Source: an optimization exercise on an open RTL-to-GDS flow (aim: small area). Production flows keep margins and buffers that such runs may drop. In this exercise RTL edits were held to simulation tests only and were not proved equivalent to the original. No activity file was given, so power comes from the tool's default toggle rates.

## v34
==> flow/design.v <==
module mt_hold (
    input  logic c, q, we, wen,
    output logic d
);
    assign d = (we & c) | (wen & q);
endmodule
module mt_flipbit (
    input  logic a, b, f, fn,
    output logic yn
);
    assign yn = ~((f & b) | (fn & a));
endmodule
module mt_outbit #(parameter bit C = 1'b0) (
    input  logic q2n, o, s,
    input  logic p, pr, pn, prn, g, h,
    input  logic rd, rdn, v2n,
    output logic flp, pat, fin
);
    logic yn;
    if (C) begin : g_one
        assign yn  = ~((p & s) | (pn & o) | prn);
        assign pat = ~(yn & rd);
    end else begin : g_zero
        assign yn  = ~((pr & s) | (pn & o));
        assign pat = ~(yn | rdn);
    end
    assign flp = ~(q2n | v2n);
    assign fin = ~((h | q2n) & (g | yn));
endmodule
module mt_elem (
    input  logic p, f, st4, st0, v2,
    output logic fn, pn, pr, prn, g, h, rd, rdn, v2n
);
    assign rd  = st4 & ~st0;
    assign rdn = ~rd;
    assign v2n = ~v2;
    assign fn  = ~f;
    assign pn  = ~p;
    assign pr  = p & rd;
    assign prn = p & rdn;
    assign g   = f & ~p;
    assign h   = ~(g & v2);
endmodule
module mechanisms_top (
    input  logic         clk,
    input  logic         reset,
    input  logic [255:0] activation_org,
    input  logic [255:0] activation_cache,
    input  logic [15:0]  f,
    input  logic [15:0]  p,
    input  logic         start_reading,
    output logic [255:0] activation_final,
    output logic [255:0] flipped_out,
    output logic [255:0] patched_out
);
    localparam logic [15:0] FILL = 16'hBEBA;
    logic [4:0] st;
    logic       rd;
    assign rd = st[4] & ~st[0];
    always_ff @(posedge clk or posedge reset) begin
        if (reset) begin
            st <= 5'b11111;
        end else begin
            st[3:0] <= rd ? 4'd0 : st[3:0] + 4'd1;
            st[4]   <= rd | (~st[4] & (&st[3:0]) & start_reading);
        end
    end
    logic [15:0][15:0] slot;
    genvar i, j;
    generate
        for (i = 0; i < 16; i++) begin : g_slot
            logic we, wen;
            logic [15:0] nxt;
            if (i == 0) begin : g_we0
                assign we = ~st[4] & (st[3:0] == 4'd0);
            end else begin : g_wei
                assign we = (st[3:0] == 4'(i));
            end
            assign wen = ~we;
            for (j = 0; j < 16; j++) begin : g_bit
                mt_hold u_h (
                    .c(activation_cache[16*i + j]), .q(slot[i][j]),
                    .we(we), .wen(wen), .d(nxt[j])
                );
            end
            always_ff @(posedge clk) begin
                slot[i] <= nxt;
            end
        end
    endgenerate
    logic [15:0][15:0] s1n, s2n, fin_n;
    logic [15:0] fn_e;
    logic v1, v2;
    always_ff @(posedge clk or posedge reset) begin
        if (reset) begin
            v1 <= 1'b0;
            v2 <= 1'b0;
        end else begin
            v1 <= 1'b1;
            v2 <= v1;
        end
    end
    generate
        for (i = 0; i < 16; i++) begin : g_flip
            for (j = 0; j < 16; j++) begin : g_bit
                mt_flipbit u_fb (
                    .a(activation_org[16*i + j]), .b(activation_org[16*i + 15 - j]),
                    .f(f[i]), .fn(fn_e[i]), .yn(fin_n[i][j])
                );
            end
        end
    endgenerate
    always_ff @(posedge clk) begin
        s1n <= fin_n;
        s2n <= s1n;
    end
    generate
        for (i = 0; i < 16; i++) begin : g_out
            logic pn, pr, prn, g, h, rd_l, rdn_l, v2n_l;
            mt_elem u_el (
                .p(p[i]), .f(f[i]), .st4(st[4]), .st0(st[0]), .v2(v2),
                .fn(fn_e[i]), .pn(pn), .pr(pr), .prn(prn), .g(g), .h(h),
                .rd(rd_l), .rdn(rdn_l), .v2n(v2n_l)
            );
            for (j = 0; j < 16; j++) begin : g_bit
                mt_outbit #(.C(FILL[j])) u_ob (
                    .q2n(s2n[i][j]), .o(activation_org[16*i + j]), .s(slot[i][j]),
                    .p(p[i]), .pr(pr), .pn(pn), .prn(prn), .g(g), .h(h),
                    .rd(rd_l), .rdn(rdn_l), .v2n(v2n_l),
                    .flp(flipped_out[16*i + j]), .pat(patched_out[16*i + j]),
                    .fin(activation_final[16*i + j])
                );
            end
        end
    endgenerate
endmodule
clock: 6.0 ns
lec_check: 0
cap_margin: 5
core_area: 5 5 455 455
die_area: 0 0 460 460
gpl_timing_driven: 0
slew_margin: 5
synth_hierarchical: 1
synth_minimum_keep_size: 0
standard.sh (not shown) runs the stock make flow with config.mk's settings and CLKGATE_MAP_FILE= SYNTH_SCRIPT=/design/flow/synth_recipe.tcl, a recipe that flattens the netlist after the stock synthesis.
==> flow/flow/run.sh <==
#!/bin/bash
# Own layout flow: the standard flow (standard.sh) with three changes:
#  - after synthesis, combinational cells start at their smallest drive
#    strength (flow/downsize.tcl); the resizer upsizes where needed;
#  - port buffers are sky130_fd_sc_hd__buf_1 instead of the default pick;
#  - clock tree of sky130_fd_sc_hd__clkbuf_8, sink clusters of at most 20, and
#    no dummy loads.
# Each tool writes its full log under orfs/logs; make's own output goes to
# flow_make.log here.
set -euo pipefail
W=$PWD
F=$W/flow
bash standard.sh \
  POST_SYNTH_TCL=$F/downsize.tcl \
  "BUFFER_PORTS_ARGS=-buffer_cell sky130_fd_sc_hd__buf_1" \
  "CTS_ARGS=-sink_clustering_enable -repair_clock_nets -dont_use_dummy_load -buf_list sky130_fd_sc_hd__clkbuf_8 -sink_clustering_size 20 -sink_clustering_max_diameter 60" \
  finish > $W/flow_make.log 2>&1
==> flow/flow/downsize.tcl <==
# Run after synthesis (POST_SYNTH_TCL): give every combinational cell its
# smallest drive strength. Registers keep the cell synthesis gave them.
# The resizer's later repair passes upsize wherever slew, capacitance or
# timing need it.
set db [ord::get_db]
set n 0
foreach inst [[ord::get_db_block] getInsts] {
  set m [[$inst getMaster] getName]
  if {![regexp {^(sky130_fd_sc_hd__)([a-z0-9]+)_([0-9]+)$} $m -> pre base drv]} { continue }
  if {[regexp {^(df|edf|sdf|dl|sdl|conb|tap|fill|decap|diode)} $base]} { continue }
  foreach d {0 1} {
    if {$d >= $drv} { break }
    set c [$db findMaster ${pre}${base}_$d]
    if {$c ne "NULL" && $c ne ""} {
      $inst swapMaster $c
      incr n
      break
    }
  }
}
puts "downsize: $n cells set to their smallest drive strength"
| v34 | all stages done | FAIL | setup timing |
Relative to v34, the following input files were edited for v5:
==> flow/flow/run.sh <==
#!/bin/bash
# Own layout flow: the standard flow (standard.sh) with three changes:
#  - after synthesis, combinational cells start at their smallest drive
#    strength (flow/downsize.tcl); the resizer upsizes where needed;
#  - port buffers are sky130_fd_sc_hd__buf_1 instead of the default pick;
#  - clock tree of sky130_fd_sc_hd__clkbuf_8, sink clusters of at most 16, and
#    no dummy loads.
# Each tool writes its full log under orfs/logs; make's own output goes to
# flow_make.log here.
set -euo pipefail
W=$PWD
F=$W/flow
bash standard.sh \
  POST_SYNTH_TCL=$F/downsize.tcl \
  "BUFFER_PORTS_ARGS=-buffer_cell sky130_fd_sc_hd__buf_1" \
  "CTS_ARGS=-sink_clustering_enable -repair_clock_nets -dont_use_dummy_load -buf_list sky130_fd_sc_hd__clkbuf_8 -sink_clustering_size 16 -sink_clustering_max_diameter 50" \
  finish > $W/flow_make.log 2>&1
--- a/flow/config.mk
+++ b/flow/config.mk
@@ -6,9 +6,10 @@
 export NUM_CORES = 4
 export LEC_CHECK = 0
-export CAP_MARGIN = 5
-export CORE_AREA = 5 5 455 455
+export CAP_MARGIN = 20
+export CORE_AREA = 105 105 355 355
 export DIE_AREA = 0 0 460 460
 export GPL_TIMING_DRIVEN = 0
-export SLEW_MARGIN = 5
+export SETUP_SLACK_MARGIN = 0.3
+export SLEW_MARGIN = 20
 export SYNTH_HIERARCHICAL = 1
 export SYNTH_MINIMUM_KEEP_SIZE = 0
Findings:
v5 went all the way through synthesis, placement and routing and the layout is clean on timing, DRC and antenna.
v5 against v34: initial antenna violation count moved up; post-detailed-routing wire length moved up; register cell area after layout level; clock skew moved down; fraction of power spent switching nets moved up.
On v5: global-route wire length before repair is about 45% higher than what v34 gave.
Compare v5 and v34 | critical path depth lower: v34
In the flow results for v5 and v34, the design area is larger on v34.
Highest net fanout along the worst path in v5 is 6 above v34.

separate check: timing with driven ports:
How much do the figures lean on ideal ports? The routed layouts below were timed once more, with nothing changed but the port constraints. Step 1 assumes that a clkbuf_16 drives the clock port and a buf_2 every other input. Step 2 also shifts input and output timing later by t, the mid clock arrival at the registers, as if the neighbouring blocks saw the same clock. a / b / c = ideal / step 1 / step 2; a / b = the first two.
run	t, ns	setup WS [ns]	worst setup path after step 2	clock arrival spread, ns	slew at the worst register clock pin (ns)
v34	0.850	-0.013 / -0.045 / -0.045	input to output	0.146 / 0.145	0.12 / 0.12
v5	0.752	0.520 / 0.400 / 0.400	input to output	0.054 / 0.055	0.10 / 0.10
For v5, which loses most, drivers alone change the setup slack by -0.120 ns; drivers and shift together by -0.120 ns.
